Context: an optimization exercise on an open-source flow, tuned for small area, a short achievable clock period and few clock cycles. The choices shown serve that exercise and are no tape-out recipe. At most, simulation tests tie the RTL to the original design; equivalence was not proved. For runs 3 to 6, only the layout was checked, not whether the RTL still works. No activity file was given, so power comes from the tool's default toggle rates.

==> flow/design.v <==
module bubble_sort(
input clk,
input rst_n,
input [63:0] data,
input en,
output logic [7:0] data_o,
output logic [63:0] data_sort_o,
output logic wr_en,
output logic last
);
function automatic logic le8(input logic [7:0] x, input logic [7:0] y);
  logic [7:0] g, l;
  logic gt;
  g = x & ~y;
  l = ~x & y;
  gt = 1'b0;
  for (int i = 0; i < 8; i++) begin
    logic t;
    t = g[i];
    for (int j = i + 1; j < 8; j++) t = t & ~g[j] & ~l[j];
    gt = gt | t;
  end
  le8 = ~gt;
endfunction
logic [7:0] lo [4];      
logic [7:0] hi [4];      
logic [55:0] srt;        
logic [2:0] cnt;         
logic busy;              
logic [7:0] pa [4], pb [4];
logic [3:0] ple;
always_comb
  for (int i = 0; i < 4; i++) begin
    pa[i] = data[16*i +: 8];
    pb[i] = data[16*i+8 +: 8];
    ple[i] = le8(pa[i], pb[i]);
  end
logic c [4][4];          
logic [3:0] win;
always_comb begin
  for (int i = 0; i < 4; i++)
    for (int j = 0; j < 4; j++)
      c[i][j] = le8(lo[i], lo[j]);
  for (int i = 0; i < 4; i++) begin
    win[i] = busy;
    for (int j = 0; j < 4; j++)
      if (j > i) win[i] = win[i] & c[i][j];
      else if (j < i) win[i] = win[i] & ~c[j][i];
  end
end
logic [7:0] m, rem;
always_comb begin
  m = 8'd0;
  rem = 8'hff;
  for (int i = 0; i < 4; i++) begin
    m = m | (lo[i] & {8{win[i]}});
    rem = rem & lo[i];
  end
end
always_ff @(posedge clk) begin
  for (int i = 0; i < 4; i++)
    if (en) begin
      lo[i] <= ple[i] ? pa[i] : pb[i];
      hi[i] <= ple[i] ? pb[i] : pa[i];
    end else if (win[i]) begin
      lo[i] <= hi[i];
      hi[i] <= 8'hff;
    end
  if (busy) srt <= {srt[47:0], m};
  cnt <= en ? 3'd0 : cnt + 3'd1;
end
always_ff @(posedge clk or negedge rst_n)
  if (!rst_n) begin
    wr_en <= 1'b0;
    last  <= 1'b1;
  end else begin
    wr_en <= busy;
    last  <= ~(en | (busy & (cnt != 3'd6)));
  end
assign busy = ~last;
assign data_o = srt[7:0];
assign data_sort_o = {srt, rem};
endmodule
==> flow/flow/run.sh <==
#!/bin/bash
set -euo pipefail
export BUFFER_PORTS_ARGS="-buffer_cell sky130_fd_sc_hd__buf_1"
export CTS_ARGS="-sink_clustering_enable -repair_clock_nets -dont_use_dummy_load -buf_list sky130_fd_sc_hd__clkbuf_8"
bash standard.sh > flow_standard.log 2>&1
==> flow/standard.sh <==
#!/bin/bash
# synth_recipe.tcl (not shown) runs the flow's synth.tcl, then flattens the netlist and writes it again
# the make line also repeats each setting of config.mk as NAME=value (left out here)
make -C /OpenROAD-flow-scripts/flow DESIGN_CONFIG=/design/flow/config.mk WORK_HOME=/design/flow/orfs CLKGATE_MAP_FILE= SYNTH_SCRIPT=/design/flow/synth_recipe.tcl "${@:-finish}"
==> flow/config.mk <==
export PLATFORM = sky130hd
export DESIGN_NAME = bubble_sort
export DESIGN_NICKNAME = bubble_sort
export VERILOG_FILES = /design/flow/design.v
export SDC_FILE = /design/flow/constraint.sdc
export NUM_CORES = 4
export LEC_CHECK = 0
export ABC_AREA = 1
export CAP_MARGIN = 20
export CORE_MARGIN = 2
export CORE_UTILIZATION = 60
export CTS_BUF_LIST = sky130_fd_sc_hd__clkbuf_8
export SETUP_SLACK_MARGIN = 2.7
export SLEW_MARGIN = 20
export TNS_END_PERCENT = 10
==> flow/constraint.sdc <==
create_clock -name core_clock -period 5.0 [get_ports {clk}]
set_input_delay 1.0000 -clock core_clock [delete_from_list [all_inputs] [get_ports {clk}]]
set_output_delay 1.0000 -clock core_clock [all_outputs]
set_load 0.01 [all_outputs]
==> flow_summary.ini, run 1 <==
[run_status]
status = no timing/DRC/antenna violations

[cells_and_area]
fin_cells = 1096
diodes = 0
finish.instance_area_um2 = 7940
drive_gt1_frac = 0.120
finish.utilization = 0.732
area_growth_pct = 18.7
nets = 1027

[power]
finalPower_mw = 3.36
p_leak_nw = 3.59
power_density_nw_per_um2 = 423
ir_drop_v = 0.000337

[sta]
finalSetupViolCount = 0
hold_viol = 0
timing.hold.ws_ns = 0.332
rsz0062_at_grt = yes
worst_slew_pin_slew_ns = 0.625
fin_crit_sh = 0.483
fin_skew_ns = 0.0150
fin_crit_ns = 2.41
final_max_slew_viol_count = 0
slew_headroom = 0.583
fin_ws_ns = 2.59
fmax_ghz = 0.414
tns_ns = 0

[cts]
cts_inserted_buffers = 17
insertion_delay_ns = 0.44
htree_levels = 4
cts.path.max_buffers = 2
clkTransAtPathRegs_ns = 0.06
numClockSinks = 125
tritoncts = built
cts_root_buf = clkbuf_8

[route]
wire_per_inst_um = 14.8
first_pass_iters = 5
drtIter0Drc = 512
vias = 5929
drt_wl_total_um = 16200
via_per_inst = 5.41
antenna_left = 0
drc = 0

[yosys]
synth_cell_types = 27
synth.avg_cell_area_um2 = 8.51
synth-seq-area-share = 0.555
ys_seq_elements = 125
syn_nets = 855
synthCells = 786
yosysWarnings = 6
syn_area_um2 = 6690

[die]
io_pins = 141
rows = 38
die_area_um2 = 12000
coreArea_um2 = 10800
start_util = 0.617
dieWidth_um = 110
die_h_um = 110

[setup_path]
cp-start-kind = flop
end_kind = output port
worstSetupPathType = flop to output port
cp.required_ns = 4.00
arrival_ns = 1.41
path_max_fanout = 4

[placement]
io_buffer_count = 140
dpl.cell_count = 1042
dpl_cell_area_um2 = 7280
pre_cts_ws_ns = 2.10
gp_congestion = 0.947
dp_hpwl_um = 11100

[global_routing]
grt_pass1_vias = 5234
antenna_found_initial = 0
grt_pass1_wl_um = 24900
grt-ovfl-total = 0
grt_max_degree = 56
grtUsageTotal = 0.274

[worst_hold_path]
worstHoldPathType = primary input to asynchronous set/reset pin

[job]
drv_cap = 0
-- synth_stat cells, drive strengths merged --
cell type	count	area share
o21ai	38	0.028
xnor2	1	0.0013
nand3b	17	0.019
edfxtp	120	0.54
buf	21	0.018
inv	131	0.074
clkinv	3	0.0017
dfrtp	1	0.0037
clkbuf	7	0.0039
o22ai	39	0.036
ha	2	0.0037
dfxtp	3	0.0090
dfstp	1	0.0039
nor4	6	0.0056
nand3	68	0.052
nand2	252	0.14
nor2	37	0.026
o21bai	4	0.0045
a21oi	35	0.026
-- flip-flops by register name, summed over array words and instances (netlist names) --
name	flops
last	1
wr_en	1
hi	32
srt	56
cnt	3
lo	32
-- cell usage in the layout (no fill, tap or decap), types with 16 or more instances in the layout --
cell type and instances:
buf_1 134, inv_1 112, inv_2 16, nand3_1 66, a21oi_1 35, nor2_1 32, nand3b_1 17, buf_4 38
nand2_1 236, clkbuf_8 17, o22ai_1 39, edfxtp_1 120, o21ai_0 27
-- cells by family after synthesis --
logic type / Yosys count / share of synthesized area
AO/OA/AOI/OAI: 116 / 0.0956
XOR/XNOR: 1 / 0.00131
adder cells (fa/ha/maj): 2 / 0.00374
buffers and inverters: 162 / 0.0975
flip-flops: 125 / 0.555
AND/OR/NAND/NOR: 380 / 0.246
-- worst max-delay path, stage by stage, from the launching register on --
cell	delay [ns]
edfxtp_1	0.44
inv_2	0.09
nor4_4	0.28
buf_2	0.18
-- report_power, final --
part,internal (mW),switching (mW)
logic,0.341,0.670
clock network,0.298,0.321
registers,1.55,0.182
total,2.19,1.17
-- worst paths after layout --
check / from / to / slack (ns) / cells after the start
worst min register to register: srt[40] / srt[48] / 0.44 / 0
min in group core_clock: srt[40] / srt[48] / 0.44 / 0
max in group asynchronous: rst_n / last / 4.46 / 1
worst min-delay path: rst_n / wr_en / 0.33 / 1
worst max-delay path: lo[0][1] / data_sort_o[1] / 2.59 / 3
worst max register to register: lo[0][4] / lo[0][2] / 2.68 / 12
-- repair_timing --
action | in CTS | in global routing
resized for setup | 21 | 24
hold buffers | 0 | 0
gates cloned | 0 | 2
setup buffers | 26 | 9
hold endpoints to repair | 0 | 0
setup endpoints to repair | 89 | 122
pin swaps | 4 | 5
-- final cells by class --
type,instances,area (µm²)
Timing Repair Buffer,179,838
Timing Repair inverter,1,5.00
Inverter,134,517
Clock buffer,17,234
Sequential cell,125,3710
Multi-Input combinational cell,500,2450
Tap cell,140,175
Fill cell,828,2910
-- layer usage --
layer,vias up,wire [µm],global-route usage
met4,0,444,0.120
met5,-,0,0
met1,2676,6660,0.356
li1,2931,-,-
met3,39,1320,0.0753
met2,283,7780,0.431
Testbench counts, summed over its fixed seeds: cycles 12,800.
==> inputs of run 2 (changes only) <==
--- a/flow/config.mk
+++ b/flow/config.mk
@@ -11,5 +11,5 @@
 export CORE_UTILIZATION = 60
 export CTS_BUF_LIST = sky130_fd_sc_hd__clkbuf_8
-export SETUP_SLACK_MARGIN = 2.7
+export SETUP_SLACK_MARGIN = 2.6
 export SLEW_MARGIN = 20
-export TNS_END_PERCENT = 10
+export TNS_END_PERCENT = 5
==> flow_summary.ini, run 2 <==
[sta]
timing.hold.ws_ns = 0.327
fin_skew_ns = 0.0144
finalSetupViolCount = 0
fin_crit_ns = 2.49
fmax_ghz = 0.402
rsz0062_at_grt = yes
tns_ns = 0
hold_viol = 0
slew_headroom = 0.581
fin_crit_sh = 0.497
final_max_slew_viol_count = 0
worst_slew_pin_slew_ns = 0.629

[route]
antenna_left = 0
drt-met1-wl_um = 6510
met3_length_um = 1180
drtIter0Drc = 534
via_per_inst = 5.37
wl_met2_um = 7500
wire_per_inst_um = 14.5
top_layer = met4
first_pass_iters = 5
drc = 0
drt_wl_total_um = 15600
vias = 5787

[power]
power_density_nw_per_um2 = 426
finalPower_mw = 3.30
p_leak_nw = 3.49
ir_drop_v = 0.000328

[cells_and_area]
largest_register_ffs = 56
layout_common_cells = nand2_1 (239), buf_1 (138), inv_1 (123)
area_growth_pct = 15.8
diodes = 0
largest_register = srt
drive_gt1_frac = 0.0822
nets = 1008
layout_commonest_cell = nand2_1
reg.largest.list = srt: 56 flops, hi: 32 flops, lo: 32 flops

[yosys]
yosys.area.top_type = edfxtp_1
syn_nets = 855
ys.flop_type = edfxtp_1
synth-seq-area-share = 0.555
async_flop_share = 0.0160
synth.avg_cell_area_um2 = 8.51
synth_cell_types = 27
syn_area_um2 = 6690
yosysMostFrequentCell = nand2_1
synth_top_area_frac = 0.539
ys_top_cells_by_area = edfxtp_1 (54%), nand2_1 (14%), inv_1 (7.2%)
ys_seq_elements = 125
synthCells = 786
synth_commonest_cells = nand2_1 (244), inv_1 (128), edfxtp_1 (120)
synth_edf_count = 120
yosysWarnings = 6

[global_routing]
grt_pass1_wl_um = 24400
grt_pass1_vias = 5168
grtUsageTotal = 0.267
grt_max_degree = 56
antenna_found_initial = 0
grt-ovfl-total = 0

[die]
coreArea_um2 = 10800
die_area_um2 = 12000
dieWidth_um = 110
start_util = 0.617
io_pins = 141
rows = 38
die_h_um = 110

[setup_path]
path_max_fanout = 4
cp-start-kind = flop
cp.required_ns = 4.00
worstSetupPathType = flop to output port
arrival_ns = 1.49
end_kind = output port

[cts]
clkTransAtPathRegs_ns = 0.06
hold_buffers = 0
tritoncts = built
insertion_delay_ns = 0.44
htree_levels = 4
numClockSinks = 125
cts.path.max_buffers = 2
cts_root_buf = clkbuf_8
cts_inserted_buffers = 17

[placement]
gp_congestion = 0.947
io_buffer_count = 140
dp_hpwl_um = 11100

[worst_hold_path]
worstHoldPathType = primary input to asynchronous set/reset pin

[run_status]
status = no timing/DRC/antenna violations

[job]
drv_cap = 0
run 2: repair_timing:
| action | in CTS | in global routing |
|---|---|---|
| buffers inserted | 12 | 6 |
| pin swaps | 2 | 0 |
| setup endpoints to repair | 60 | 128 |
| gates resized for setup | 10 | 11 |
run 2: final cells by class:
| class | count | area [µm²] |
|---|---|---|
| clock buffers | 17 | 234 |
| fillers | 849 | 3100 |
| inverters | 134 | 510 |
| multi-input cells | 499 | 2410 |
| flip-flops and latches | 125 | 3710 |
| well taps | 140 | 175 |
| repair buffers | 162 | 693 |
run 2: cell families (layout without fill, tap and decap cells):
family	count (synthesis)	in the layout	synth area share
DFF	125	125	0.555
adders and majority gates	2	2	0.00374
AOI/OAI and AO/OA	116	116	0.0956
and+or+nand+nor	380	380	0.246
xor gates and xnor gates	1	1	0.00131
buffers and inverters	162	313	0.0975
run 2: per-stage QoR:
step	cells	worst slack, ns	util	instance area (µm²)
2_1_floorplan	786	2.53	-	6700
3_3_place_gp	1042	2.18	0.672	7280
3_5_place_dp	1042	2.10	0.672	7280
4_1_cts	1071	2.44	0.706	7650
5_1_grt	1077	2.41	0.714	7740
6_report	1077	2.51	0.714	7740
run 2: path summary, 6_finish.rpt:
kind	slack (ns)	cells after the start	to	from
setup / recovery	2.51	3	data_sort_o[5]	lo[0][5]
hold / removal	0.33	1	wr_en	rst_n
setup reg to reg	2.62	11	hi[1][0]	lo[1][1]
hold reg to reg	0.44	1	cnt[0]	cnt[0]
max in group asynchronous	4.47	1	last	rst_n
min in group core_clock	0.44	1	cnt[0]	cnt[0]
run 2: worst max-delay path, cell delays in order, from the launching register on:
cell and delay, ns:
edfxtp_1 0.46, inv_1 0.13, nor4_2 0.27, buf_1 0.19
run 2: power breakdown:
| group | leakage [nW] | internal, mW | switching, mW |
|---|---|---|---|
| clock | 0.122 | 0.297 | 0.321 |
| combinational | 2.08 | 0.309 | 0.636 |
| sequential | 1.30 | 1.55 | 0.187 |
| total | 3.49 | 2.15 | 1.14 |
run 2: per-layer routing:
layer	up-vias	track usage
met5	-	0
met4	0	0.114
met3	34	0.0711
met2	261	0.425
met1	2609	0.346
li1	2883	-
==> inputs of run 3 (changes only) <==
--- a/flow/design.v
+++ b/flow/design.v
@@ -60,10 +60,7 @@
 always_ff @(posedge clk) begin
   for (int i = 0; i < 4; i++)
-    if (en) begin
-      lo[i] <= ple[i] ? pa[i] : pb[i];
-      hi[i] <= ple[i] ? pb[i] : pa[i];
-    end else if (win[i]) begin
-      lo[i] <= hi[i];
-      hi[i] <= 8'hff;
+    if (en || win[i]) begin
+      lo[i] <= last ? (ple[i] ? pa[i] : pb[i]) : hi[i];
+      hi[i] <= last ? (ple[i] ? pb[i] : pa[i]) : 8'hff;
     end
   if (busy) srt <= {srt[47:0], m};
==> flow/flow/run.sh (replaced) <==
#!/bin/bash
set -euo pipefail
export BUFFER_PORTS_ARGS="-buffer_cell sky130_fd_sc_hd__buf_1"
bash standard.sh > flow_standard.log 2>&1
--- a/flow/config.mk
+++ b/flow/config.mk
@@ -11,5 +11,5 @@
 export CORE_UTILIZATION = 60
 export CTS_BUF_LIST = sky130_fd_sc_hd__clkbuf_8
-export SETUP_SLACK_MARGIN = 2.6
+export SETUP_SLACK_MARGIN = 2.4
 export SLEW_MARGIN = 20
 export TNS_END_PERCENT = 5
==> flow_summary.ini, run 3 <==
[route]
drc = 0
vias = 5711
drtIter0Drc = 460
first_pass_iters = 5
wire_per_inst_um = 13.7
via_per_inst = 5.31
antenna_left = 0
drt_wl_total_um = 14700

[cts]
tritoncts = built
numClockSinks = 125
htree_levels = 4
cts_inserted_buffers = 17
hold_buffers = 0
cts.path.max_buffers = 2
clkTransAtPathRegs_ns = 0.08
insertion_delay_ns = 0.43
cts_root_buf = clkbuf_8

[yosys]
yosys.area.top_type = edfxtp_1
synth.avg_cell_area_um2 = 8.55
synth_commonest_cells = nand2_1 (244), edfxtp_1 (120), inv_1 (120)
yosysMostFrequentCell = nand2_1
synth_cell_types = 31
synth_top_area_frac = 0.535
synth_edf_count = 120
ys.flop_type = edfxtp_1
syn_area_um2 = 6730
synth-seq-area-share = 0.552
ys_seq_elements = 125
async_flop_share = 0.0160
ys_top_cells_by_area = edfxtp_1 (54%), nand2_1 (14%), inv_1 (6.7%)
syn_nets = 856
synthCells = 787
yosysWarnings = 6

[global_routing]
grtUsageTotal = 0.251
grt_pass1_wl_um = 23300
grt-ovfl-total = 0
antenna_found_initial = 0
grt_pass1_vias = 5033
grt_max_degree = 77

[placement]
io_buffer_count = 140
dp_hpwl_um = 10800
pre_cts_ws_ns = 2.19
gp_congestion = 0.915
dpl.cell_count = 1042

[sta]
slew_headroom = 0.450
finalSetupViolCount = 0
worst_slew_pin_slew_ns = 0.824
fin_ws_ns = 2.35
final_max_slew_viol_count = 0
fin_crit_ns = 2.65
fmax_ghz = 0.378
hold_viol = 0
fin_crit_sh = 0.529
fin_skew_ns = 0.0119
rsz0062_at_grt = yes
tns_ns = 0

[cells_and_area]
largest_register_ffs = 56
nets = 991
diodes = 0
layout_common_cells = nand2_1 (243), buf_1 (140), inv_1 (121)
layout_commonest_cell = nand2_1
n_fill_cell = 852
reg.largest.list = srt: 56 flops, hi: 32 flops, lo: 32 flops
finish.utilization = 0.714
largest_register = srt
drive_gt1_frac = 0.0749
area_growth_pct = 15.4
fin_cells = 1075

[setup_path]
path_cells = inv_1 -> nor4_1 -> buf_1
arrival_ns = 1.65
path_max_fanout = 6
cp_slowest_cell = edfxtp_1
worstSetupPathType = flop to output port
cpPeakStageDelay_ns = 0.46
cp-start-kind = flop
cp.required_ns = 4.00
end_kind = output port

[worst_hold_path]
worstHoldPathType = primary input to asynchronous set/reset pin

[die]
die_h_um = 110
dieWidth_um = 110
coreArea_um2 = 10900
die_area_um2 = 12100
io_pins = 141
rows = 38
start_util = 0.618

[job]
drv_cap = 0

[power]
finalPower_mw = 2.77
ir_drop_v = 0.000266
power_density_nw_per_um2 = 356
p_leak_nw = 3.37

[run_status]
status = no timing/DRC/antenna violations
==> run 3: cell types whose count changed in the layout (fill, tap and decap cells not counted), moves of 4 or more <==
cell,previous run,this run
buf_4,22,4
bufinv_16,0,4
inv_6,0,6
nand2_1,239,243
nor4_1,0,6
o21ai_0,27,32
==> run 3: worst paths after layout <==
path | slack [ns] | to | cells past startpoint | startpoint
setup / recovery | 2.35 | data_sort_o[3] | 3 | lo[1][3]
min in group core_clock | 0.45 | srt[28] | 0 | srt[20]
hold reg to reg | 0.45 | srt[28] | 0 | srt[20]
setup reg to reg | 2.58 | hi[2][5] | 13 | lo[2][1]
hold / removal | 0.34 | wr_en | 1 | rst_n
max in group asynchronous | 4.44 | last | 1 | rst_n
==> run 3: cell type report <==
cell class                      instances  area, µm²  share of cell area
Clock inverter                         15        208              0.0267
Clock buffer                           17        234              0.0301
Sequential cell                       125       3720               0.479
Inverter                              132        498              0.0641
Timing Repair Buffer                  144        556              0.0715
Tap cell                              140        175              0.0225
Multi-Input combinational cell        502       2380               0.306
==> run 3: cell families (layout without fill, tap and decap cells) <==
kind of cell / Yosys count / count (layout) / synth area share
simple gates: 382 / 382 / 0.251
buf+inv: 160 / 308 / 0.0957
flops: 125 / 125 / 0.552
compound gates: 117 / 117 / 0.0965
fa+ha+maj: 2 / 2 / 0.00372
xor+xnor: 1 / 1 / 0.00130
==> run 3: critical path: cells and delay by family, from the launching register on <==
kind	cells	cell delay, ns
buffers and inverters	2	0.35
DFF	1	0.46
and+or+nand+nor	1	0.41
==> run 3: where the power goes <==
group	total, mW	internal [mW]	switching [mW]
logic	0.412	0.129	0.284
registers	1.37	1.31	0.0655
clock network	0.982	0.553	0.430
==> run 3: timing repair <==
item,4_1_cts,5_1_grt
resized for setup,2,1
cloned,0,0
buffers inserted,1,0
endpoints found under the setup margin,18,38
==> run 3: layer usage <==
layer,vias up,GRT usage,part of all wire
li1,2873,-,-
met1,2610,0.338,0.45
met2,205,0.409,0.47
met3,23,0.0439,0.063
met4,0,0.0949,0.018
met5,-,0,0
==> run 3: metrics by stage <==
step / hold WS, ns / area (µm²)
after floorplan: 0.402 / 6740
after CTS: 0.326 / 7770
after global routing: 0.331 / 7770
after global placement: 0.413 / 7310
final: 0.343 / 7770
after detailed placement: 0.433 / 7310
==> inputs of run 4 (changes only) <==
--- a/flow/design.v
+++ b/flow/design.v
@@ -26,4 +26,5 @@
 logic [7:0] hi [4];      
 logic [55:0] srt;        
+logic [7:0] rem;         
 logic [2:0] cnt;         
 logic busy;              
@@ -49,21 +50,25 @@
   end
 end
-logic [7:0] m, rem;
+logic [7:0] m, rem_nxt;
 always_comb begin
   m = 8'd0;
-  rem = 8'hff;
+  rem_nxt = 8'hff;
   for (int i = 0; i < 4; i++) begin
     m = m | (lo[i] & {8{win[i]}});
-    rem = rem & lo[i];
+    rem_nxt = rem_nxt & hi[i] & (lo[i] | {8{win[i]}});
   end
 end
 always_ff @(posedge clk) begin
   for (int i = 0; i < 4; i++)
-    if (en || win[i]) begin
-      lo[i] <= last ? (ple[i] ? pa[i] : pb[i]) : hi[i];
-      hi[i] <= last ? (ple[i] ? pb[i] : pa[i]) : 8'hff;
+    if (last) begin
+      lo[i] <= ple[i] ? pa[i] : pb[i];
+      hi[i] <= ple[i] ? pb[i] : pa[i];
+    end else if (win[i]) begin
+      lo[i] <= hi[i];
+      hi[i] <= 8'hff;
     end
   if (busy) srt <= {srt[47:0], m};
-  cnt <= en ? 3'd0 : cnt + 3'd1;
+  if (busy && cnt == 3'd6) rem <= rem_nxt;
+  cnt <= last ? 3'd0 : cnt + 3'd1;
 end
 always_ff @(posedge clk or negedge rst_n)
==> flow/flow/run.sh (replaced) <==
#!/bin/bash
set -euo pipefail
export BUFFER_PORTS_ARGS="-buffer_cell sky130_fd_sc_hd__buf_1"
export CTS_ARGS="-sink_clustering_enable -repair_clock_nets -dont_use_dummy_load -buf_list sky130_fd_sc_hd__clkbuf_8"
bash standard.sh > flow_standard.log 2>&1
--- a/flow/config.mk
+++ b/flow/config.mk
@@ -11,5 +11,5 @@
 export CORE_UTILIZATION = 60
 export CTS_BUF_LIST = sky130_fd_sc_hd__clkbuf_8
-export SETUP_SLACK_MARGIN = 2.4
+export SETUP_SLACK_MARGIN = 2.7
 export SLEW_MARGIN = 20
-export TNS_END_PERCENT = 5
+export TNS_END_PERCENT = 10
==> flow_summary.ini, run 4 <==
[run_status]
status = no timing/DRC/antenna violations

[die]
die_area_um2 = 13000
io_pins = 141
rows = 40
coreArea_um2 = 11900
die_h_um = 114
dieWidth_um = 114
start_util = 0.612

[cells_and_area]
n_fill_cell = 979
area_growth_pct = 13.7
nets = 1084
largest_register = srt
layout_common_cells = nand2_1 (280), nand3_1 (153), buf_1 (140)
diodes = 0
reg.largest.list = srt: 56 flops, hi: 32 flops, lo: 32 flops
largest_register_ffs = 56
drive_gt1_frac = 0.0602
layout_commonest_cell = nand2_1

[route]
first_pass_iters = 5
via_per_inst = 5.62
antenna_left = 0
drc = 0
drtIter0Drc = 590
vias = 6522
drt_wl_total_um = 18100
wire_per_inst_um = 15.6

[sta]
fmax_ghz = 0.427
slew_headroom = 0.389
tns_ns = 0
rsz0062_at_grt = yes
worst_slew_pin_slew_ns = 0.913
hold_viol = 0
fin_skew_ns = 0.0206
fin_crit_sh = 0.468
timing.hold.ws_ns = 0.332
finalSetupViolCount = 0
final_max_slew_viol_count = 0
fin_crit_ns = 2.34

[yosys]
synth_commonest_cells = nand2_1 (291), nand3_1 (153), inv_1 (130)
synth.avg_cell_area_um2 = 8.26
synth-seq-area-share = 0.543
yosys.area.top_type = edfxtp_1
yosysMostFrequentCell = nand2_1
ys_seq_elements = 133
synth_top_area_frac = 0.527
synth_cell_types = 30
ys_top_cells_by_area = edfxtp_1 (53%), nand2_1 (15%), nand3_1 (11%)
ys.flop_type = edfxtp_1
syn_nets = 951
yosysWarnings = 6
syn_area_um2 = 7290
synthCells = 882
synth_edf_count = 128
async_flop_share = 0.0150

[placement]
gp_congestion = 1.06
dp_hpwl_um = 13400
io_buffer_count = 140

[power]
ir_drop_v = 0.000365
p_leak_nw = 3.70
power_density_nw_per_um2 = 663

[global_routing]
grt_pass1_vias = 5942
grtUsageTotal = 0.291
antenna_found_initial = 0
grt-ovfl-total = 0
grt_max_degree = 51
grt_pass1_wl_um = 29000

[setup_path]
path_cells = buf_12 -> buf_1
cp_top_family = flip-flops
end_kind = output port
worstSetupPathType = flop to output port
cpPeakStageDelay_ns = 0.57
arrival_ns = 1.34
cp_slowest_cell = dfstp_2
cp.required_ns = 4.00
cp-start-kind = flop
path_max_fanout = 18
path_buf_inv = 2

[cts]
hold_buffers = 0
insertion_delay_ns = 0.45
cts_inserted_buffers = 17
clkTransAtPathRegs_ns = 0.06
cts_root_buf = clkbuf_8
cts.path.max_buffers = 2
htree_levels = 4
numClockSinks = 133
tritoncts = built

[worst_hold_path]
worstHoldPathType = primary input to asynchronous set/reset pin

[job]
drv_cap = 0
## run 4: cell count changes in the layout (fill, tap and decap cells not counted), moves of 9 or more
| cell | before | now |
|---|---|---|
| a21oi_1 | 34 | 7 |
| nand3b_1 | 16 | 1 |
| nand3_1 | 63 | 153 |
| nand2_4 | 0 | 9 |
| o21ai_0 | 32 | 12 |
| nand2_1 | 243 | 280 |
## run 4: routing by layer
metal,track usage,share of wire,vias to the layer above
met1,0.380,0.40,2927
met2,0.469,0.48,373
li1,-,-,3164
met5,0,0,-
met3,0.0641,0.086,58
met4,0.130,0.036,0
## run 4: final timing paths
check / from / end / slack (ns) / depth (start not counted)
max: last / last / 2.66 / 2
min: rst_n / wr_en / 0.33 / 1
max reg2reg: lo[3][1] / hi[3][3] / 2.71 / 11
min reg2reg: srt[23] / srt[31] / 0.43 / 0
max in group asynchronous: rst_n / last / 4.46 / 1
min in group core_clock: srt[23] / srt[31] / 0.43 / 0
## run 4: cell type report
type | count | area, µm² | area share
clock buffers | 17 | 234 | 0.0282
multi-input cells | 579 | 2720 | 0.329
well taps | 147 | 184 | 0.0222
repair buffers | 147 | 673 | 0.0812
flip-flops and latches | 133 | 3960 | 0.477
inverters | 137 | 518 | 0.0625
## run 4: kinds of logic (layout without fill, tap and decap cells)
group           count (synthesis)  in the layout  share of synthesized area
compound gates                 68             68                     0.0575
xor+xnor                        1              1                    0.00120
fa+ha+maj                       2              2                    0.00343
buf+inv                       170            301                     0.0936
flops                         133            133                      0.543
simple gates                  508            508                      0.302
## run 4: repair_timing
action	in CTS	in global routing
pin swaps	0	1
setup buffers	1	1
cloned	2	0
setup endpoints to repair	137	132
resized for setup	17	10
## run 4: stage by stage
step	instances	utilization	worst slack [ns]	power [mW]	instance area, µm²
global placement	1139	0.660	2.02	4.66	7860
global route	1160	0.696	2.57	5.91	8290
detailed placement	1139	0.660	1.94	4.72	7860
CTS	1159	0.691	2.59	5.44	8230
floorplan	882	-	2.70	3.96	7300
finish	1160	0.696	2.66	5.50	8290
## run 4: worst register-to-register path, cell delays in order (launching register included)
cell	delay, ns
edfxtp_1	0.49
inv_1	0.20
nand2_1	0.07
o21ai_0	0.10
nand3_1	0.12
nand2_1	0.08
nand2_1	0.05
nand2_1	0.10
nand2_1	0.12
a21oi_4	0.29
nand2_4	0.15
nand2_4	0.22
## run 4: power breakdown
group	internal (mW)	switching [mW]	leakage [nW]
clock	0.297	0.330	0.122
sequential	1.97	0.405	1.25
combinational	0.792	1.70	2.33
==> inputs of run 5 (changes only) <==
--- a/flow/design.v
+++ b/flow/design.v
@@ -23,8 +23,7 @@
   le8 = ~gt;
 endfunction
-logic [7:0] lo [4];      
-logic [7:0] hi [4];      
+logic [7:0] nlo [4];     
+logic [7:0] nhi [4];     
 logic [55:0] srt;        
-logic [7:0] rem;         
 logic [2:0] cnt;         
 logic busy;              
@@ -42,5 +41,5 @@
   for (int i = 0; i < 4; i++)
     for (int j = 0; j < 4; j++)
-      c[i][j] = le8(lo[i], lo[j]);
+      c[i][j] = le8(nlo[j], nlo[i]);
   for (int i = 0; i < 4; i++) begin
     win[i] = busy;
@@ -50,25 +49,24 @@
   end
 end
-logic [7:0] m, rem_nxt;
+logic [7:0] m, rem;
 always_comb begin
   m = 8'd0;
-  rem_nxt = 8'hff;
+  rem = 8'hff;
   for (int i = 0; i < 4; i++) begin
-    m = m | (lo[i] & {8{win[i]}});
-    rem_nxt = rem_nxt & hi[i] & (lo[i] | {8{win[i]}});
+    m = m | (~nlo[i] & {8{win[i]}});
+    rem = rem & ~nlo[i];
   end
 end
 always_ff @(posedge clk) begin
   for (int i = 0; i < 4; i++)
-    if (last) begin
-      lo[i] <= ple[i] ? pa[i] : pb[i];
-      hi[i] <= ple[i] ? pb[i] : pa[i];
+    if (en) begin
+      nlo[i] <= ~(ple[i] ? pa[i] : pb[i]);
+      nhi[i] <= ~(ple[i] ? pb[i] : pa[i]);
     end else if (win[i]) begin
-      lo[i] <= hi[i];
-      hi[i] <= 8'hff;
+      nlo[i] <= nhi[i];
+      nhi[i] <= 8'h00;
     end
   if (busy) srt <= {srt[47:0], m};
-  if (busy && cnt == 3'd6) rem <= rem_nxt;
-  cnt <= last ? 3'd0 : cnt + 3'd1;
+  cnt <= en ? 3'd0 : cnt + 3'd1;
 end
 always_ff @(posedge clk or negedge rst_n)
==> flow_summary.ini, run 5 <==
[run_status]
status = no timing/DRC/antenna violations

[placement]
io_buffer_count = 140
dpl.cell_count = 1066
dp_hpwl_um = 11600
pre_cts_ws_ns = 1.58
gp_congestion = 0.979

[sta]
fin_crit_ns = 2.42
fin_skew_ns = 0.0184
fin_crit_sh = 0.484
hold_viol = 0
rsz0062_at_grt = yes
fin_ws_ns = 2.58
fmax_ghz = 0.413
tns_ns = 0
slew_headroom = 0.568
final_max_slew_viol_count = 0
worst_slew_pin_slew_ns = 0.648
finalSetupViolCount = 0

[cts]
insertion_delay_ns = 0.43
tritoncts = built
cts_root_buf = clkbuf_8
numClockSinks = 125
clkTransAtPathRegs_ns = 0.06
htree_levels = 4
cts.path.max_buffers = 2
cts_inserted_buffers = 17

[route]
first_pass_iters = 5
wire_per_inst_um = 14.2
drt_wl_total_um = 15600
via_per_inst = 5.44
drtIter0Drc = 540
drc = 0
vias = 5996
antenna_left = 0

[die]
rows = 39
dieWidth_um = 111
die_h_um = 111
coreArea_um2 = 11300
start_util = 0.608
io_pins = 141
die_area_um2 = 12300

[cells_and_area]
largest_register = srt
fin_cells = 1103
layout_common_cells = nand2_1 (233), buf_1 (139), edfxtp_1 (120)
nets = 1031
largest_register_ffs = 56
diodes = 0
layout_commonest_cell = nand2_1
finish.utilization = 0.706
area_growth_pct = 16.1
drive_gt1_frac = 0.103
reg.largest.list = srt: 56 flops, nhi: 32 flops, nlo: 32 flops

[setup_path]
end_kind = output port
path_cells = nor4_4 -> buf_1
path_max_fanout = 2
path_buf_inv = 1
cp_top_family = flip-flops
cp-start-kind = flop
cp.required_ns = 4.00
arrival_ns = 1.42
worstSetupPathType = flop to output port
cp_slowest_cell = edfxtp_1
cpPeakStageDelay_ns = 0.51

[power]
p_leak_nw = 3.63
ir_drop_v = 0.000308
power_density_nw_per_um2 = 424

[job]
drv_cap = 0

[worst_hold_path]
worstHoldPathType = primary input to asynchronous set/reset pin

[yosys]
synth_edf_count = 120
ys.flop_type = edfxtp_1
ys_seq_elements = 125
ys_top_cells_by_area = edfxtp_1 (52%), nand2_1 (13%), nand3_1 (6.9%)
synth.avg_cell_area_um2 = 8.43
synth_commonest_cells = nand2_1 (237), edfxtp_1 (120), inv_1 (109)
synthCells = 816
synth_top_area_frac = 0.524
async_flop_share = 0.0160
synth_cell_types = 35
syn_nets = 885
syn_area_um2 = 6880
synth-seq-area-share = 0.540
yosysWarnings = 6
yosys.area.top_type = edfxtp_1
yosysMostFrequentCell = nand2_1

[global_routing]
antenna_found_initial = 0
grt_max_degree = 58
grt_pass1_vias = 5612
grt-ovfl-total = 0
grt_pass1_wl_um = 25500
grtUsageTotal = 0.258
run 5: final cells by class:
cell class,count,area (µm²)
Sequential cell,125,3710
Fill cell,920,3330
Multi-Input combinational cell,526,2630
Timing Repair Buffer,163,739
Inverter,129,492
Clock buffer,17,234
Tap cell,143,179
run 5: cells by family (layout without fill, tap and decap cells):
| group | after synthesis | after routing | share of synthesized area |
|---|---|---|---|
| adders and majority gates | 2 | 2 | 0.00364 |
| AOI/OAI and AO/OA | 106 | 106 | 0.0933 |
| buffers and inverters | 165 | 309 | 0.0978 |
| xor gates and xnor gates | 1 | 1 | 0.00127 |
| DFF | 125 | 125 | 0.540 |
| and+or+nand+nor | 417 | 417 | 0.264 |
run 5: final timing paths:
| kind | startpoint | slack (ns) | end | cells after the start |
|---|---|---|---|---|
| worst min-delay path | rst_n | 0.35 | wr_en | 1 |
| worst max register to register | nlo[1][1] | 2.66 | nhi[2][2] | 13 |
| worst max-delay path | nlo[1][3] | 2.58 | data_sort_o[3] | 2 |
| max in group asynchronous | rst_n | 4.45 | last | 1 |
| worst min register to register | srt[42] | 0.43 | srt[50] | 0 |
| min in group core_clock | srt[42] | 0.43 | srt[50] | 0 |
run 5: repair_timing:
item	4_1_cts	5_1_grt
setup endpoints to repair	119	126
pin swaps	1	3
gates resized for setup	13	11
setup buffers	13	7
hold buffers	0	0
run 5: power by group:
part | switching (mW) | internal (mW)
clock | 0.307 | 0.298
sequential | 0.187 | 1.54
combinational | 0.705 | 0.360
run 5: metrics by stage:
stage                     instance area (µm²)  power, mW  hold WS, ns
after floorplan                          6900       2.39        0.402
after global placement                   7440       2.69        0.411
after detailed placement                 7440       2.72        0.431
after CTS                                7850       3.38        0.315
after global routing                     7990       3.60        0.324
final                                    7990       3.39        0.348
run 5: per-layer routing:
metal | global-route usage | part of all wire
met2 | 0.434 | 0.49
met1 | 0.326 | 0.42
met3 | 0.0558 | 0.069
met5 | 0 | 0
met4 | 0.112 | 0.027
==> inputs of run 6 (changes only) <==
==> flow/design.v (replaced) <==
module bubble_sort(
input clk,
input rst_n,
input [63:0] data,
input en,
output logic [7:0] data_o,
output logic [63:0] data_sort_o,
output logic wr_en,
output logic last
);
function automatic logic le8(input logic [7:0] x, input logic [7:0] y);
  logic [7:0] g, l;
  logic [3:0] g2, l2;
  logic [1:0] g4, l4;
  g = x & ~y;
  l = ~x & y;
  for (int k = 0; k < 4; k++) begin
    g2[k] = g[2*k+1] | (~l[2*k+1] & g[2*k]);
    l2[k] = l[2*k+1] | (~g[2*k+1] & l[2*k]);
  end
  for (int k = 0; k < 2; k++) begin
    g4[k] = g2[2*k+1] | (~l2[2*k+1] & g2[2*k]);
    l4[k] = l2[2*k+1] | (~g2[2*k+1] & l2[2*k]);
  end
  le8 = ~(g4[1] | (~l4[1] & g4[0]));
endfunction
logic [7:0] x [4];       
logic [7:0] y [4];
logic [3:0] s;           
logic [55:0] srt;        
logic [7:0] rem;         
logic [2:0] cnt;         
logic busy;
logic [7:0] hd [4];
always_comb
  for (int i = 0; i < 4; i++) hd[i] = s[i] ? x[i] : y[i];
logic c [4][4];          
logic [3:0] win;
always_comb begin
  for (int i = 0; i < 4; i++)
    for (int j = 0; j < 4; j++)
      c[i][j] = le8(hd[i], hd[j]);
  for (int i = 0; i < 4; i++) begin
    win[i] = busy;
    for (int j = 0; j < 4; j++)
      if (j > i) win[i] = win[i] & c[i][j];
      else if (j < i) win[i] = win[i] & ~c[j][i];
  end
end
logic [7:0] m, rem_nxt;
always_comb begin
  m = 8'd0;
  rem_nxt = 8'hff;
  for (int i = 0; i < 4; i++) begin
    m = m | (hd[i] & {8{win[i]}});
    rem_nxt = rem_nxt & (x[i] | {8{win[i] & s[i]}}) & (y[i] | {8{win[i] & ~s[i]}});
  end
end
always_ff @(posedge clk) begin
  for (int i = 0; i < 4; i++) begin
    if (en || (win[i] && s[i]))  x[i] <= en ? data[16*i +: 8] : 8'hff;
    if (en || (win[i] && !s[i])) y[i] <= en ? data[16*i+8 +: 8] : 8'hff;
    if (en) s[i] <= le8(data[16*i +: 8], data[16*i+8 +: 8]);
    else if (win[i]) s[i] <= ~s[i];
  end
  if (busy) srt <= {srt[47:0], m};
  rem <= rem_nxt;
  cnt <= en ? 3'd0 : cnt + 3'd1;
end
always_ff @(posedge clk or negedge rst_n)
  if (!rst_n) begin
    busy  <= 1'b0;
    wr_en <= 1'b0;
    last  <= 1'b1;
  end else begin
    busy  <= en | (busy & (cnt != 3'd6));
    wr_en <= busy;
    last  <= ~(en | (busy & (cnt != 3'd6)));
  end
assign data_o = srt[7:0];
assign data_sort_o = {srt, rem};
endmodule
==> flow/flow/run.sh (replaced) <==
#!/bin/bash
set -euo pipefail
export BUFFER_PORTS_ARGS="-buffer_cell sky130_fd_sc_hd__buf_1"
bash standard.sh > flow_standard.log 2>&1
==> flow/config.mk (replaced) <==
export PLATFORM = sky130hd
export DESIGN_NAME = bubble_sort
export DESIGN_NICKNAME = bubble_sort
export VERILOG_FILES = /design/flow/design.v
export SDC_FILE = /design/flow/constraint.sdc
export NUM_CORES = 4
export LEC_CHECK = 0
export CAP_MARGIN = 20
export CORE_MARGIN = 2
export CORE_UTILIZATION = 40
export SETUP_SLACK_MARGIN = 2.5
export SLEW_MARGIN = 20
==> flow_summary.ini, run 6 <==
[die]
rows = 50
die_h_um = 142
dieWidth_um = 142
die_area_um2 = 20300
start_util = 0.408
io_pins = 141
coreArea_um2 = 18800

[yosys]
synthCells = 672
syn_nets = 741
synth.avg_cell_area_um2 = 11.4
synth_top_area_frac = 0.486
synth_commonest_cells = edfxtp_1 (124), nand2b_1 (57), inv_1 (52)
async_flop_share = 0.0217
synthXorXnorAreaFrac = 0.00114
synthAdderAreaFrac = 0.0349
yosys-mux-area-fraction = 0.0767
synth_edf_count = 124
synthSimpleGateAreaFrac = 0.137
yosysWarnings = 5
yosysMostFrequentCell = edfxtp_1
synth_top_family_by_area = compound AO/OA/AOI/OAI gates
syn_area_um2 = 7670
ys_seq_elements = 138
ys_top_cells_by_area = edfxtp_1 (49%), nand2b_1 (4.7%), mux2_2 (3.4%)
yosys.area.top_type = edfxtp_1
synth-seq-area-share = 0.524
synth_compound_area_frac = 0.166
synth_cell_types = 64
ys.flop_type = edfxtp_1

[route]
via_per_inst = 5.85
drt_wl_total_um = 25000
drc = 0
vias = 6832
antenna_left = 0
wire_per_inst_um = 21.4
drtIter0Drc = 613
first_pass_iters = 7

[cells_and_area]
diodes = 0
largest_register_ffs = 56
seq_area_um2 = 4020
reg.largest.list = srt: 56 flops, x: 32 flops, y: 32 flops
area_growth_pct = 42.8
layout_commonest_cell = buf_1
layout_common_cells = buf_1 (137), edfxtp_1 (124), buf_4 (90)
finish.utilization = 0.583
largest_register = srt
nets = 989
n_fill_cell = 1537
drive_gt1_frac = 0.355
multiInputGateArea_um2 = 4140

[cts]
numClockSinks = 138
cts.path.max_buffers = 2
hold_buffers = 0
tritoncts = built
insertion_delay_ns = 0.43
cts_root_buf = clkbuf_16
htree_levels = 4
clkTransAtPathRegs_ns = 0.06
cts_inserted_buffers = 17

[setup_path]
ff2ff_path_depth = 12
crit_start = s[0]
r2r-end = rem[6]
end_kind = flop
path_max_fanout = 5
arrival_ns = 3.60
r2r_start = s[0]
rrSetupSlack_ns = 1.70
cp-start-kind = flop
worstSetupPathType = flop to flop
cp.required_ns = 5.30
crit_path_end = rem[6]

[sta]
fin_crit_sh = 0.660
tns_ns = 0
slew_headroom = 0.273
fin_crit_ns = 3.30
hold_viol = 0
worst_slew_pin_slew_ns = 1.08
rsz0062_at_grt = yes
finalSetupViolCount = 0
timing.hold.ws_ns = 0.371
fin_skew_ns = 0.0122
fmax_ghz = 0.303
final_max_slew_viol_count = 0

[global_routing]
grt_max_degree = 72
grt_pass1_vias = 6648
antenna_found_initial = 0
grtUsageTotal = 0.240
grt_pass1_wl_um = 37000
grt-ovfl-total = 0

[placement]
io_buffer_count = 140
dp_hpwl_um = 16500
gp_congestion = 0.991

[power]
swShare = 0.364
finalPower_mw = 5.32
clock_power_share = 0.238
p_leak_nw = 4.11
pwr-share-seq = 0.340
power.internal_mw = 3.38
ir_drop_v = 0.000265
p_comb_frac = 0.423
power_density_nw_per_um2 = 485
p_sw_mw = 1.93

[worst_hold_path]
worstHoldPathType = primary input to asynchronous set/reset pin

[run_status]
status = no timing/DRC/antenna violations

[job]
drv_cap = 0
-- run 6: cell count changes in the layout (fill, tap and decap cells not counted), sizes merged, moves of 20 or more --
| cell | previous run | this run |
|---|---|---|
| buf | 162 | 263 |
| nand3 | 97 | 3 |
| mux2i | 0 | 25 |
| nand2b | 0 | 57 |
| maj3 | 0 | 24 |
| inv | 124 | 55 |
| nor2 | 56 | 24 |
| nand2 | 248 | 43 |
| a22oi | 0 | 29 |
| o41ai | 0 | 23 |
| o22ai | 33 | 6 |
| mux2 | 0 | 29 |
| a221oi | 0 | 20 |
-- run 6: timing repair --
item                       in CTS  in global routing
setup endpoints to repair      88                 88
gates resized for setup        98                 60
pin swaps                      50                 38
gates cloned                    6                  1
buffers inserted               74                 36
-- run 6: worst max-delay path, cell delays in order (launching register included) --
cell and delay (ns):
edfxtp_1 0.50, buf_6 0.17, buf_4 0.13, mux2i_4 0.20
buf_4 0.16, a211oi_2 0.18, o22ai_1 0.12, maj3_2 0.36
buf_4 0.16, and2_2 0.25, o41ai_1 0.39, a22oi_1 0.18
nor4_2 0.36
-- run 6: area by class of cell --
class,instances,area share
clock buffers,19,0.0414
clock inverters,13,0.0129
inverters,55,0.0189
multi-input cells,443,0.378
flip-flops and latches,138,0.367
well taps,234,0.0267
repair buffers,265,0.155
-- run 6: power by group through the flow --
stage / Sequential, mW / Clock, mW / Combinational [mW]
finish: 1.81 / 1.26 / 2.25
global route: 1.85 / 1.33 / 2.36
CTS: 1.81 / 1.28 / 1.89
detailed placement: 1.85 / 0 / 1.38
global placement: 1.83 / 0 / 1.37
floorplan: 1.87 / 0 / 0.922
-- run 6: through the flow --
step / setup WS (ns) / cell area (µm²) / instances
after floorplan: 1.82 / 7930 / 672
after CTS: 1.80 / 10300 / 1130
after global routing: 1.62 / 10900 / 1167
final: 1.70 / 10900 / 1167
after global placement: 0.855 / 8540 / 1018
after detailed placement: 0.818 / 8540 / 1018
-- run 6: worst min-delay path by stage --
stage | from | end | slack, ns | depth (start not counted)
after floorplan | cnt[0] | cnt[0] | 0.40 | 1
after CTS | rst_n | wr_en | 0.36 | 1
after global routing | rst_n | wr_en | 0.36 | 1
after global placement | cnt[0] | cnt[0] | 0.41 | 1
final | rst_n | wr_en | 0.37 | 1
after detailed placement | cnt[0] | cnt[0] | 0.43 | 1
-- run 6: cell families (layout without fill, tap and decap cells) --
| kind of cell | after synthesis | count (layout) |
|---|---|---|
| buf+inv | 96 | 352 |
| simple gates | 187 | 190 |
| flops | 138 | 138 |
| fa+ha+maj | 26 | 26 |
| compound gates | 171 | 172 |
| mux | 53 | 54 |
| xor+xnor | 1 | 1 |
-- run 6: layer usage --
| metal | vias up | track usage | part of all wire |
|---|---|---|---|
| met1 | 3286 | 0.298 | 0.40 |
| li1 | 3103 | - | - |
| met5 | - | 0 | 0 |
| met2 | 372 | 0.394 | 0.47 |
| met3 | 71 | 0.0575 | 0.080 |
| met4 | 0 | 0.113 | 0.043 |

## port drivers added, routing unchanged
No port has a modelled driver above. Below, the same layouts with a new extraction and two added sets of constraints.
Step 1 assumes that a clkbuf_16 drives the clock port and a buf_2 every other input.
Step 2 also shifts input and output timing later by t, the mid clock arrival at the registers, as if the neighbouring blocks saw the same clock.
Three values: no drivers, after step 1, after step 2; two values: the first two.
run | t, ns | slack for setup (ns) | hold WS [ns]
run 1 | 0.467 | 2.586 / 2.550 / 2.334 | 0.332 / 0.321 / 0.440
run 2 | 0.471 | 2.513 / 2.476 / 2.093 | 0.327 / 0.317 / 0.442
run 3 | 0.460 | 2.353 / 2.316 / 2.146 | 0.343 / 0.330 / 0.447
run 4 | 0.481 | 2.659 / 2.620 / 2.262 | 0.332 / 0.325 / 0.430
run 5 | 0.455 | 2.580 / 2.541 / 2.291 | 0.348 / 0.335 / 0.429
run 6 | 0.468 | 1.701 / 1.701 / 1.596 | 0.371 / 0.349 / 0.438
After both steps setup and hold are still met in every run listed. The setup slack of run 2, which loses most, moves by -0.037 ns with the drivers and by -0.420 ns with both steps.
